Background: an optimization exercise with open tools, aiming at small area. Do not read the settings as production practice.
At most, simulation tests tie the RTL to the original design; equivalence was not proved.

==> inputs of run a <==
==> flow/design.v <==
module egcoding(
	input wire clk,
	input wire rst,
	input wire rx,
	output wire tx
);
	localparam S_IDLE  = 4'd0;
	localparam S_RLEN  = 4'd1;
	localparam S_RDATA = 4'd2;
	localparam S_WRITE = 4'd3;
	localparam S_FETCH = 4'd4;
	localparam S_RUN   = 4'd5;
	localparam S_END   = 4'd6;
	localparam S_RESP  = 4'd8;
	localparam S_TX    = 4'd9;
	localparam S_CNT   = 4'd10;
	reg[3:0] state;
	reg[511:0] ra, rb;
	reg[5:0] ph;
	wire[7:0] ra_out = ra[511:504];
	wire[7:0] rb_out = rb[511:504];
	wire umode = state[3];    
	reg ubusy;
	reg[3:0] baud, bitn;
	reg[7:0] sr;              
	reg bor;                  
	wire udone = ubusy && bitn == 4'd9 && baud == {3'b111, umode};
	wire ushift = ubusy && bitn != 4'd0 && bitn != 4'd9 && baud == {umode, 3'b111};
	wire rxv = ubusy && !umode && bitn == 4'd8 && baud == 4'd8;
	wire rxend = udone && !umode;
	assign tx = !(ubusy && umode) || bitn == 4'd9 || (bitn != 4'd0 && (sr[0] ^ bor));
	reg[6:0] i;
	reg[6:0] len_in;
	reg mcomp;
	reg[7:0] cur;
	reg[3:0] p;       
	reg[3:0] bc;      
	reg zm;           
	reg dry;          
	wire[7:0] inc = rb_out + 8'd1;
	wire[7:0] ld = mcomp ? inc : rb_out;
	reg[2:0] msb;
	integer k;
	always @(*) begin
		msb = 3'd0;
		for (k = 1; k < 8; k = k + 1)
			if (ld[k]) msb = k;
	end
	wire cbit = cur[mcomp ? p[2:0] : bc[2:0]];
	wire ebit = cbit && !p[3];
	wire code_done = p == 4'd0 && (zm || cbit);
	wire used = mcomp ? p == 4'd15 : bc[2:0] == 3'd0;
	wire hit = ph == i[5:0];
	wire wslot = state == S_WRITE && hit;
	wire copy = state == S_RESP && dry;
	wire beyond = !len_in[6] && ph >= len_in[5:0];
	reg txgo;
	reg cnt;
	always @(*) begin
		txgo = 0;
		cnt = 0;
		case (state)
		S_IDLE: txgo = rxend && sr[1];
		S_RUN: begin
			if (mcomp) begin
				txgo = !dry && bc[2:0] == 3'd7;
				cnt = dry && bc == 4'd0;
			end else begin
				txgo = !dry && code_done;
				cnt = dry && code_done;
			end
		end
		S_FETCH: cnt = dry && !mcomp && i[6];
		S_END: txgo = dry || !mcomp || (bc != 4'd0 && bc[2:0] == 3'd7);
		S_CNT: txgo = udone && dry;
		default: ;
		endcase
	end
	always @(posedge clk) begin
		ph <= ph + 6'd1;
		ra <= {ra[503:0], wslot ? cur : ra_out};
		rb <= {rb[503:0], copy ? (beyond ? {8{mcomp}} : ra_out) : rb_out};
	end
	always @(posedge clk) begin
		if (ubusy || cnt) begin
			baud <= baud + 4'd1;
			if (baud == 4'd15)
				bitn <= bitn + 4'd1;
		end
		if (udone)
			ubusy <= 0;
		if (!ubusy && !rx || txgo || state == S_IDLE && rxend && sr[1:0] == 2'd1) begin
			baud <= 4'd0;
			bitn <= 4'd0;
		end
		if (!ubusy && !rx || txgo)
			ubusy <= 1;
		if (ushift) begin
			sr <= {rx && !umode, sr[7:1]};
			bor <= bor && !sr[0];
		end
		if (txgo)
			bor <= state == S_IDLE || !mcomp && !dry && (state == S_RUN || state == S_END);
		case (state)
		S_IDLE: if (rxend) begin
			case (sr[1:0])
			2'd0: state <= S_RLEN;
			2'd1: begin
				dry <= 1;
				i <= 7'd0;
				bc <= 4'd0;
				p <= 4'd0;
				zm <= 0;
				state <= S_FETCH;
			end
			default: begin
				mcomp <= !sr[0];
				dry <= 1;
				sr <= {1'b0, sr[7:1]};
				state <= S_RESP;
			end
			endcase
		end
		S_RLEN: if (rxv) begin
			len_in <= sr[6:0];
			i <= 7'h7f;
			state <= S_RDATA;
		end
		S_RDATA: begin
			if (i == len_in) begin
				if (!ubusy || !bitn[3])
					state <= S_IDLE;
			end else if (rxv) begin
				cur <= sr;
				state <= S_WRITE;
			end
		end
		S_WRITE: if (hit) begin
			i <= i + 7'd1;
			state <= S_RDATA;
		end
		S_RESP: if (udone)
			state <= S_IDLE;
		S_FETCH: begin
			if (i[6])
				state <= S_END;
			else if (hit) begin
				if (mcomp && rb_out == 8'hff)
					state <= S_END;
				else begin
					cur <= ld;
					if (mcomp)
						p <= {msb, 1'b0};
					i <= i + 7'd1;
					state <= S_RUN;
				end
			end
		end
		S_RUN: begin
			bc <= bc + 4'd1;
			p <= p - 4'd1;
			if (mcomp) begin
				if (!dry)
					sr <= {ebit, sr[7:1]};
				if (txgo)
					state <= S_TX;
				else if (p == 4'd0)
					state <= S_FETCH;
			end else begin
				if (!zm && cbit) begin
					zm <= 1;
					p <= ~p;
				end
				if (!dry && (zm || cbit))
					sr <= {sr[6:0], cbit};
				if (code_done) begin
					zm <= 0;
					p <= 4'd0;
				end
				if (txgo)
					state <= S_TX;
				else if (bc[2:0] == 3'd7)
					state <= S_FETCH;
			end
		end
		S_TX: if (udone)
			state <= used ? S_FETCH : S_RUN;
		S_END: begin
			if (dry) begin
				sr <= {bitn, baud};
				state <= S_CNT;
			end else if (!mcomp)
				state <= S_RESP;
			else if (bc == 4'd0)
				state <= S_IDLE;
			else begin
				bc <= bc + 4'd1;
				sr <= {1'b0, sr[7:1]};
				if (txgo)
					state <= S_TX;
			end
		end
		S_CNT: if (udone) begin
			if (dry)
				dry <= 0;
			else begin
				i <= 7'd0;
				bc <= 4'd0;
				p <= 4'd0;
				zm <= 0;
				state <= S_FETCH;
			end
		end
		default: state <= S_IDLE;
		endcase
		if (!rst) begin
			state <= S_IDLE;
			ubusy <= 0;
		end
	end
endmodule
==> flow/flow/run.sh <==
#!/bin/bash
# The standard layout, with two changes:
#  - synthesis maps with an area-only ABC script (flow/synth.tcl,
#    flow/area.script) in place of ORFS's, which buffers and upsizes for
#    speed; the registers are the standard synthesis's;
#  - TritonCTS runs without dummy loads, with small clusters of clkbuf_8;
#  - clock nets may be routed from met1 up (the platform's default starts at
#    met3, whose wires have more capacitance).
# Each tool's log is under orfs/logs; make's own output is in standard.log.
set -euo pipefail
export MY_ABC_SCRIPT=$PWD/flow/area.script
bash standard.sh "SYNTH_SCRIPT=$PWD/flow/synth.tcl" "MIN_CLK_ROUTING_LAYER=met1" "CTS_ARGS=-sink_clustering_enable -repair_clock_nets -dont_use_dummy_load -buf_list sky130_fd_sc_hd__buf_4 -sink_clustering_size 12 -sink_clustering_max_diameter 30" finish > standard.log 2>&1
==> flow/flow/area.script <==
strash
&get -n
&fraig -x
&put
scorr
dc2
&get -n
&deepsyn -T 60
&put
dch -f
map -a
strash
dch -f
amap
topo
==> flow/flow/synth.tcl <==
proc synth {args} { yosys synth -nofsm -noshare {*}$args }
# The standard synthesis (synth_recipe.tcl), but with ABC mapping by an
# area-only script (flow/area.script) in place of ORFS's, which also
# buffers and upsizes for speed.
proc abc {args} {
  set i [lsearch $args -script]
  if {$i >= 0} { set args [lreplace $args $i [expr {$i + 1}] -script $::env(MY_ABC_SCRIPT)] }
  set j [lsearch $args -D]
  if {$j >= 0} { set args [lreplace $args $j [expr {$j + 1}]] }
  yosys abc {*}$args
}
source $::env(SCRIPTS_DIR)/synth.tcl
# left out here: clear keep_hierarchy, flatten, clean up, hide names made inside functions, write 1_2_yosys.v
==> flow/standard.sh <==
#!/bin/bash
# synth_recipe.tcl (not shown) runs the flow's synth.tcl, then flattens the netlist and writes it again
# the make line also repeats each setting of config.mk as NAME=value (left out here)
make -C /OpenROAD-flow-scripts/flow DESIGN_CONFIG=/design/flow/config.mk WORK_HOME=/design/flow/orfs CLKGATE_MAP_FILE= SYNTH_SCRIPT=/design/flow/synth_recipe.tcl "${@:-finish}"
==> flow/config.mk <==
export PLATFORM = sky130hd
export DESIGN_NAME = egcoding
export DESIGN_NICKNAME = egcoding
export VERILOG_FILES = /design/flow/design.v
export SDC_FILE = /design/flow/constraint.sdc
export NUM_CORES = 4
export LEC_CHECK = 0
export ABC_AREA = 1
export CAP_MARGIN = 20
export CORE_MARGIN = 2
export CORE_UTILIZATION = 70
export SLEW_MARGIN = 20
==> flow/constraint.sdc <==
create_clock -name core_clock -period 12.0 [get_ports {clk}]
set_input_delay 2.4000 -clock core_clock [delete_from_list [all_inputs] [get_ports {clk}]]
set_output_delay 2.4000 -clock core_clock [all_outputs]
set_load 0.01 [all_outputs]
==> inputs of run b, as changes to run a <==
--- a/flow/flow/run.sh
+++ b/flow/flow/run.sh
@@ -10,3 +10,3 @@
 set -euo pipefail
 export MY_ABC_SCRIPT=$PWD/flow/area.script
-bash standard.sh "SYNTH_SCRIPT=$PWD/flow/synth.tcl" "MIN_CLK_ROUTING_LAYER=met1" "CTS_ARGS=-sink_clustering_enable -repair_clock_nets -dont_use_dummy_load -buf_list sky130_fd_sc_hd__buf_4 -sink_clustering_size 12 -sink_clustering_max_diameter 30" finish > standard.log 2>&1
+bash standard.sh "SYNTH_SCRIPT=$PWD/flow/synth.tcl" "MIN_CLK_ROUTING_LAYER=met1" "CTS_ARGS=-sink_clustering_enable -repair_clock_nets -dont_use_dummy_load -buf_list sky130_fd_sc_hd__clkbuf_8 -sink_clustering_size 22 -sink_clustering_max_diameter 45" finish > standard.log 2>&1
==> inputs of run c, as changes to run a <==
==> flow/design.v, changed modules only <==
module egcoding(
	input wire clk,
	input wire rst,
	input wire rx,
	output wire tx
);
	localparam S_IDLE  = 4'd0;
	localparam S_RLEN  = 4'd1;
	localparam S_RDATA = 4'd2;
	localparam S_WRITE = 4'd3;
	localparam S_FETCH = 4'd4;
	localparam S_RUN   = 4'd5;
	localparam S_END   = 4'd6;
	localparam S_RESP  = 4'd8;
	localparam S_TX    = 4'd9;
	localparam S_CNT   = 4'd10;
	reg[3:0] state;
	reg[511:0] ra, rb;
	reg[5:0] ph;
	wire[7:0] ra_out = ra[511:504];
	wire[7:0] rb_out = rb[511:504];
	wire umode = state[3];    
	reg ubusy;
	reg[3:0] baud, bitn;      
	reg[7:0] sr;              
	reg bor;                  
	wire udone = ubusy && bitn == 4'd9 && baud == 4'd15;
	wire ushift = ubusy && bitn != 4'd0 && bitn != 4'd9 && baud == (umode ? 4'd15 : 4'd8);
	wire rxv = ubusy && !umode && bitn == 4'd8 && baud == 4'd9;
	wire rxend = udone && !umode;
	assign tx = !(ubusy && umode) || bitn == 4'd9 || (bitn != 4'd0 && (sr[0] ^ bor));
	reg[6:0] i;
	reg[6:0] len_in;
	reg mcomp;
	reg[7:0] cur;
	reg[3:0] p;       
	reg[3:0] bc;      
	reg zm;           
	reg dry;          
	wire[7:0] inc = rb_out + 8'd1;
	wire[7:0] ld = mcomp ? inc : rb_out;
	reg[2:0] msb;
	integer k;
	always @(*) begin
		msb = 3'd0;
		for (k = 1; k < 8; k = k + 1)
			if (ld[k]) msb = k;
	end
	wire cbit = cur[mcomp ? p[2:0] : bc[2:0]];
	wire ebit = cbit && !p[3];
	wire code_done = zm ? (p == 4'd1) : (cbit && p == 4'd0);
	wire used = mcomp ? p == 4'd15 : bc[2:0] == 3'd0;
	wire hit = ph == i[5:0];
	wire wslot = state == S_WRITE && hit;
	wire cnt = state == S_RUN && dry && (mcomp ? bc == 4'd0 : code_done);
	wire copy = state == S_RESP && dry;
	wire beyond = !len_in[6] && ph >= len_in[5:0];
	always @(posedge clk) begin
		ph <= ph + 6'd1;
		ra <= {ra[503:0], wslot ? cur : ra_out};
		rb <= {rb[503:0], copy ? (beyond ? {8{mcomp}} : ra_out) : rb_out};
	end
	always @(posedge clk) begin
		if (ubusy || cnt) begin
			baud <= baud + 4'd1;
			if (baud == 4'd15)
				bitn <= bitn + 4'd1;
			if (udone)
				ubusy <= 0;
		end else if (!rx) begin
			ubusy <= 1;
			baud <= 4'd1;
			bitn <= 4'd0;
		end
		if (ushift) begin
			sr <= {rx && !umode, sr[7:1]};
			bor <= bor && !sr[0];
		end
		case (state)
		S_IDLE: if (rxend) begin
			case (sr[1:0])
			2'd0: state <= S_RLEN;
			2'd1: begin
				dry <= 1;
				i <= 7'd0;
				bc <= 4'd0;
				p <= 4'd0;
				zm <= 0;
				bitn <= 4'd0;
				baud <= {3'd0, !mcomp};
				state <= S_FETCH;
			end
			default: begin
				mcomp <= !sr[0];
				dry <= 1;
				sr <= 8'd0;
				ubusy <= 1; baud <= 4'd0; bitn <= 4'd0; bor <= 0;
				state <= S_RESP;
			end
			endcase
		end
		S_RLEN: if (rxv) begin
			len_in <= sr[6:0];
			i <= 7'h7f;
			state <= S_RDATA;
		end
		S_RDATA: begin
			if (i == len_in) begin
				if (!ubusy || !bitn[3])
					state <= S_IDLE;
			end else if (rxv) begin
				cur <= sr;
				state <= S_WRITE;
			end
		end
		S_WRITE: if (wslot) begin
			i <= i + 7'd1;
			state <= S_RDATA;
		end
		S_RESP: if (udone)
			state <= S_IDLE;
		S_FETCH: begin
			if (i[6])
				state <= S_END;
			else if (hit) begin
				if (mcomp && rb_out == 8'hff)
					state <= S_END;
				else begin
					cur <= ld;
					if (mcomp)
						p <= {msb, 1'b0};
					i <= i + 7'd1;
					state <= S_RUN;
				end
			end
		end
		S_RUN: begin
			bc <= bc + 4'd1;
			if (mcomp) begin
				p <= p - 4'd1;
				if (!dry)
					sr <= {ebit, sr[7:1]};
				if (!dry && bc[2:0] == 3'd7) begin
					ubusy <= 1; baud <= 4'd0; bitn <= 4'd0; bor <= 0;
					state <= S_TX;
				end else if (p == 4'd0)
					state <= S_FETCH;
			end else begin
				if (!zm) begin
					if (cbit)
						zm <= 1;
					else
						p <= p + 4'd1;
				end else
					p <= p - 4'd1;
				if (!dry && (zm || cbit))
					sr <= {sr[6:0], cbit};
				if (code_done) begin
					zm <= 0;
					p <= 4'd0;
				end
				if (code_done && !dry) begin
					ubusy <= 1; baud <= 4'd0; bitn <= 4'd0; bor <= 1;
					state <= S_TX;
				end else if (bc[2:0] == 3'd7)
					state <= S_FETCH;
			end
		end
		S_TX: if (udone)
			state <= used ? S_FETCH : S_RUN;
		S_END: begin
			if (dry) begin
				sr <= {bitn, baud};
				ubusy <= 1; baud <= 4'd0; bitn <= 4'd0; bor <= 0;
				state <= S_CNT;
			end else if (!mcomp) begin
				ubusy <= 1; baud <= 4'd0; bitn <= 4'd0; bor <= 1;
				state <= S_RESP;
			end else if (bc == 4'd0)
				state <= S_IDLE;
			else begin
				bc <= bc + 4'd1;
				sr <= {1'b0, sr[7:1]};
				if (bc[2:0] == 3'd7) begin
					ubusy <= 1; baud <= 4'd0; bitn <= 4'd0; bor <= 0;
					state <= S_TX;
				end
			end
		end
		S_CNT: if (udone) begin
			if (dry) begin
				dry <= 0;
				ubusy <= 1; baud <= 4'd0; bitn <= 4'd0; bor <= 0;
			end else begin
				i <= 7'd0;
				bc <= 4'd0;
				p <= 4'd0;
				zm <= 0;
				state <= S_FETCH;
			end
		end
		default: state <= S_IDLE;
		endcase
		if (!rst) begin
			state <= S_IDLE;
			ubusy <= 0;
		end
	end
endmodule
==> flow/flow/run.sh (replaced) <==
#!/bin/bash
# Standard layout, with the clock tree built without dummy loads.
set -euo pipefail
bash standard.sh "CTS_ARGS=-sink_clustering_enable -repair_clock_nets -dont_use_dummy_load -buf_list sky130_fd_sc_hd__clkbuf_16 -sink_clustering_size 36 -sink_clustering_max_diameter 50" finish > standard.log 2>&1
removed: flow/flow/area.script
removed: flow/flow/synth.tcl
==> inputs of run d, as changes to run a <==
==> flow/design.v, changed modules only <==
module egcoding(
	input wire clk,
	input wire rst,
	input wire rx,
	output wire tx
);
	localparam S_IDLE  = 4'd0;
	localparam S_RLEN  = 4'd1;
	localparam S_RDATA = 4'd2;
	localparam S_WRITE = 4'd3;
	localparam S_FETCH = 4'd4;
	localparam S_RUN   = 4'd5;
	localparam S_END   = 4'd6;
	localparam S_RESP  = 4'd8;
	localparam S_TX    = 4'd9;
	localparam S_CNT   = 4'd10;
	reg[3:0] state;
	reg[511:0] ra, rb;
	reg[5:0] ph;
	wire[7:0] ra_out = ra[511:504];
	wire[7:0] rb_out = rb[511:504];
	wire umode = state[3];    
	reg ubusy;
	reg[3:0] baud, bitn;      
	reg[7:0] sr;              
	reg bor;                  
	wire udone = ubusy && bitn == 4'd9 && baud == 4'd15;
	wire ushift = ubusy && bitn != 4'd0 && bitn != 4'd9 && baud == (umode ? 4'd15 : 4'd8);
	wire rxv = ubusy && !umode && bitn == 4'd8 && baud == 4'd9;
	wire rxend = udone && !umode;
	assign tx = !(ubusy && umode) || bitn == 4'd9 || (bitn != 4'd0 && (sr[0] ^ bor));
	reg[6:0] i;
	reg[6:0] len_in;
	reg mcomp;
	reg[7:0] cur;
	reg[3:0] p;       
	reg[3:0] bc;      
	reg zm;           
	reg dry;          
	wire[7:0] inc = rb_out + 8'd1;
	wire[7:0] ld = mcomp ? inc : rb_out;
	reg[2:0] msb;
	integer k;
	always @(*) begin
		msb = 3'd0;
		for (k = 1; k < 8; k = k + 1)
			if (ld[k]) msb = k;
	end
	wire cbit = cur[mcomp ? p[2:0] : bc[2:0]];
	wire ebit = cbit && !p[3];
	wire code_done = zm ? (p == 4'd1) : (cbit && p == 4'd0);
	wire used = mcomp ? p == 4'd15 : bc[2:0] == 3'd0;
	wire hit = ph == i[5:0];
	wire wslot = state == S_WRITE && hit;
	wire cnt = state == S_RUN && dry && (mcomp ? bc == 4'd0 : code_done);
	wire copy = state == S_RESP && dry;
	wire beyond = !len_in[6] && ph >= len_in[5:0];
	always @(posedge clk) begin
		ph <= ph + 6'd1;
		ra <= {ra[503:0], wslot ? cur : ra_out};
		rb <= {rb[503:0], copy ? (beyond ? {8{mcomp}} : ra_out) : rb_out};
	end
	always @(posedge clk) begin
		if (ubusy || cnt) begin
			baud <= baud + 4'd1;
			if (baud == 4'd15)
				bitn <= bitn + 4'd1;
			if (udone)
				ubusy <= 0;
		end else if (!rx) begin
			ubusy <= 1;
			baud <= 4'd1;
			bitn <= 4'd0;
		end
		if (ushift) begin
			sr <= {rx && !umode, sr[7:1]};
			bor <= bor && !sr[0];
		end
		case (state)
		S_IDLE: if (rxend) begin
			case (sr[1:0])
			2'd0: state <= S_RLEN;
			2'd1: begin
				dry <= 1;
				i <= 7'd0;
				bc <= 4'd0;
				p <= 4'd0;
				zm <= 0;
				bitn <= 4'd0;
				baud <= {3'd0, !mcomp};
				state <= S_FETCH;
			end
			default: begin
				mcomp <= !sr[0];
				dry <= 1;
				sr <= 8'd0;
				ubusy <= 1; baud <= 4'd0; bitn <= 4'd0; bor <= 0;
				state <= S_RESP;
			end
			endcase
		end
		S_RLEN: if (rxv) begin
			len_in <= sr[6:0];
			i <= 7'h7f;
			state <= S_RDATA;
		end
		S_RDATA: begin
			if (i == len_in) begin
				if (!ubusy || !bitn[3])
					state <= S_IDLE;
			end else if (rxv) begin
				cur <= sr;
				state <= S_WRITE;
			end
		end
		S_WRITE: if (wslot) begin
			i <= i + 7'd1;
			state <= S_RDATA;
		end
		S_RESP: if (udone)
			state <= S_IDLE;
		S_FETCH: begin
			if (i[6])
				state <= S_END;
			else if (hit) begin
				if (mcomp && rb_out == 8'hff)
					state <= S_END;
				else begin
					cur <= ld;
					if (mcomp)
						p <= {msb, 1'b0};
					i <= i + 7'd1;
					state <= S_RUN;
				end
			end
		end
		S_RUN: begin
			bc <= bc + 4'd1;
			if (mcomp) begin
				p <= p - 4'd1;
				if (!dry)
					sr <= {ebit, sr[7:1]};
				if (!dry && bc[2:0] == 3'd7) begin
					ubusy <= 1; baud <= 4'd0; bitn <= 4'd0; bor <= 0;
					state <= S_TX;
				end else if (p == 4'd0)
					state <= S_FETCH;
			end else begin
				if (!zm) begin
					if (cbit)
						zm <= 1;
					else
						p <= p + 4'd1;
				end else
					p <= p - 4'd1;
				if (!dry && (zm || cbit))
					sr <= {sr[6:0], cbit};
				if (code_done) begin
					zm <= 0;
					p <= 4'd0;
				end
				if (code_done && !dry) begin
					ubusy <= 1; baud <= 4'd0; bitn <= 4'd0; bor <= 1;
					state <= S_TX;
				end else if (bc[2:0] == 3'd7)
					state <= S_FETCH;
			end
		end
		S_TX: if (udone)
			state <= used ? S_FETCH : S_RUN;
		S_END: begin
			if (dry) begin
				sr <= {bitn, baud};
				ubusy <= 1; baud <= 4'd0; bitn <= 4'd0; bor <= 0;
				state <= S_CNT;
			end else if (!mcomp) begin
				ubusy <= 1; baud <= 4'd0; bitn <= 4'd0; bor <= 1;
				state <= S_RESP;
			end else if (bc == 4'd0)
				state <= S_IDLE;
			else begin
				bc <= bc + 4'd1;
				sr <= {1'b0, sr[7:1]};
				if (bc[2:0] == 3'd7) begin
					ubusy <= 1; baud <= 4'd0; bitn <= 4'd0; bor <= 0;
					state <= S_TX;
				end
			end
		end
		S_CNT: if (udone) begin
			if (dry) begin
				dry <= 0;
				ubusy <= 1; baud <= 4'd0; bitn <= 4'd0; bor <= 0;
			end else begin
				i <= 7'd0;
				bc <= 4'd0;
				p <= 4'd0;
				zm <= 0;
				state <= S_FETCH;
			end
		end
		default: state <= S_IDLE;
		endcase
		if (!rst) begin
			state <= S_IDLE;
			ubusy <= 0;
		end
	end
endmodule
==> flow/flow/run.sh (replaced) <==
#!/bin/bash
# Standard layout, with the clock tree built without dummy loads.
set -euo pipefail
bash standard.sh "CTS_ARGS=-sink_clustering_enable -repair_clock_nets -dont_use_dummy_load -buf_list sky130_fd_sc_hd__clkbuf_16 -sink_clustering_size 38 -sink_clustering_max_diameter 50" finish > standard.log 2>&1
--- a/flow/config.mk
+++ b/flow/config.mk
@@ -6,7 +6,6 @@
 export NUM_CORES = 4
 export LEC_CHECK = 0
-export ABC_AREA = 1
 export CAP_MARGIN = 20
 export CORE_MARGIN = 2
-export CORE_UTILIZATION = 70
+export CORE_UTILIZATION = 40
 export SLEW_MARGIN = 20
removed: flow/flow/area.script
removed: flow/flow/synth.tcl
==> impl_metrics.ini <==
[power]
powerDensity_mw_per_mm2 = 198

[cells_and_area]
fin_area_mm2 = 0.0258
clkbuf_count = 120
fin_cells = 2070
num_antenna_cells = 1
nonClockBufferCount = 6

[setup_path]
startpoint = sr[0]$_DFF_P_
r2r_cells = 15

[logic_synthesis]
synth-edff-count = 34
synthMuxAreaShare = 0
synth_top_family_by_area = compound AO/OA/AOI/OAI gates
synth_xor_area_frac = 0

[drt]
vias_per_cell = 4.84
vias = 10000

[floorplan]
rows = 68

[place]
placed_cells = 1949
gp_congestion = 0.860

[run_status]
outcome = complete, no violations

[global_routing]
use_met1 = 0.302
grt_max_degree = 18

[worst_hold_path]
min_to = ra[57]$_DFF_P_
-- figures above: run a

==> impl_metrics.ini <==
[logic_synthesis]
synth_top_family_by_area = simple AND/OR/NAND/NOR gates
synth_xor_area_frac = 0.0100
synthMuxAreaShare = 0.00355

[run_status]
outcome = complete, no violations

[cells_and_area]
num_antenna_cells = 0
nonClockBufferCount = 7
clkbuf_count = 47

[power]
power.clock.fraction = 0.309
p_int_mw = 4.38
powerDensity_mw_per_mm2 = 203

[drt]
vias = 11300
wl_met1_um = 19200
vias_per_cell = 5.06

[place]
gp_congestion = 0.872
placed_cells = 2185

[sta]
post-route-period-util = 0.391

[setup_path]
startpoint = sr[0]$_DFF_P_
r2r_cells = 10

[worst_hold_path]
min_to = rb[349]$_DFF_P_
whs_path_depth = 0
-- figures above: run c

==> impl_metrics.ini <==
[run_status]
outcome = complete, no violations

[global_routing]
grt_max_degree = 39
use_met1 = 0.167

[cells_and_area]
nonClockBufferCount = 10
fin_cells = 2525
fin_area_mm2 = 0.0283

[worst_hold_path]
min_to = ra[264]$_DFF_P_

[floorplan]
rows = 92

[power]
powerDensity_mw_per_mm2 = 225

[place]
placed_cells = 2454

[setup_path]
startpoint = sr[0]$_DFF_P_

[drt]
vias_per_cell = 4.32
vias = 10900

[logic_synthesis]
synthMuxAreaShare = 0.0126
-- figures above: run d

==> impl_metrics.ini <==
[global_routing]
use_met1 = 0.299
grt_max_degree = 23

[logic_synthesis]
synth-edff-count = 34
synthMuxAreaShare = 0
synth_top_family_by_area = compound AO/OA/AOI/OAI gates
synth_xor_area_frac = 0

[cells_and_area]
fin_area_mm2 = 0.0257
fin_cells = 2008
nonClockBufferCount = 6
num_antenna_cells = 0

[setup_path]
r2r_cells = 15
startpoint = mcomp$_DFFE_PP_

[power]
powerDensity_mw_per_mm2 = 195

[run_status]
outcome = complete, no violations

[place]
placed_cells = 1949
gp_congestion = 0.860

[floorplan]
rows = 68
-- figures above: run b

The RTL of run c and run d was laid out without a check of its function.

## re-timing with driven ports
The results above use ideal ports. As a check the final layouts listed here were re-extracted and re-timed, cells and wires unchanged. Step 1 (the two cells are an assumption about what drives the block):
set clk [get_ports {clk}]
set_driving_cell -lib_cell sky130_fd_sc_hd__clkbuf_16 $clk
set_driving_cell -lib_cell sky130_fd_sc_hd__buf_2 [delete_from_list [all_inputs] $clk]
Step 2, shift: input delay + t, output delay - t, t = (earliest + latest rising clock arrival at the registers) / 2. This alone moves slack from input paths to output paths. a / b / c = ideal / step 1 / step 2; a / b = the first two.
| run | t, ns | slack for setup (ns) | worst setup path after step 2 | clock arrival spread, ns | slew at the worst register clock pin (ns) |
|---|---|---|---|---|---|
| run a | 0.717 | 7.092 / 7.049 / 7.115 | register to register | 0.084 / 0.084 | 0.11 / 0.11 |
| run b | 0.681 | 7.066 / 7.066 / 7.066 | register to register | 0.072 / 0.073 | 0.12 / 0.12 |
| run c | 0.632 | 7.310 / 7.253 / 7.885 | register to output | 0.115 / 0.114 | 0.12 / 0.12 |
| run d | 0.653 | 7.260 / 7.202 / 7.855 | register to output | 0.087 / 0.086 | 0.12 / 0.12 |
After both steps every run listed still meets setup and hold.
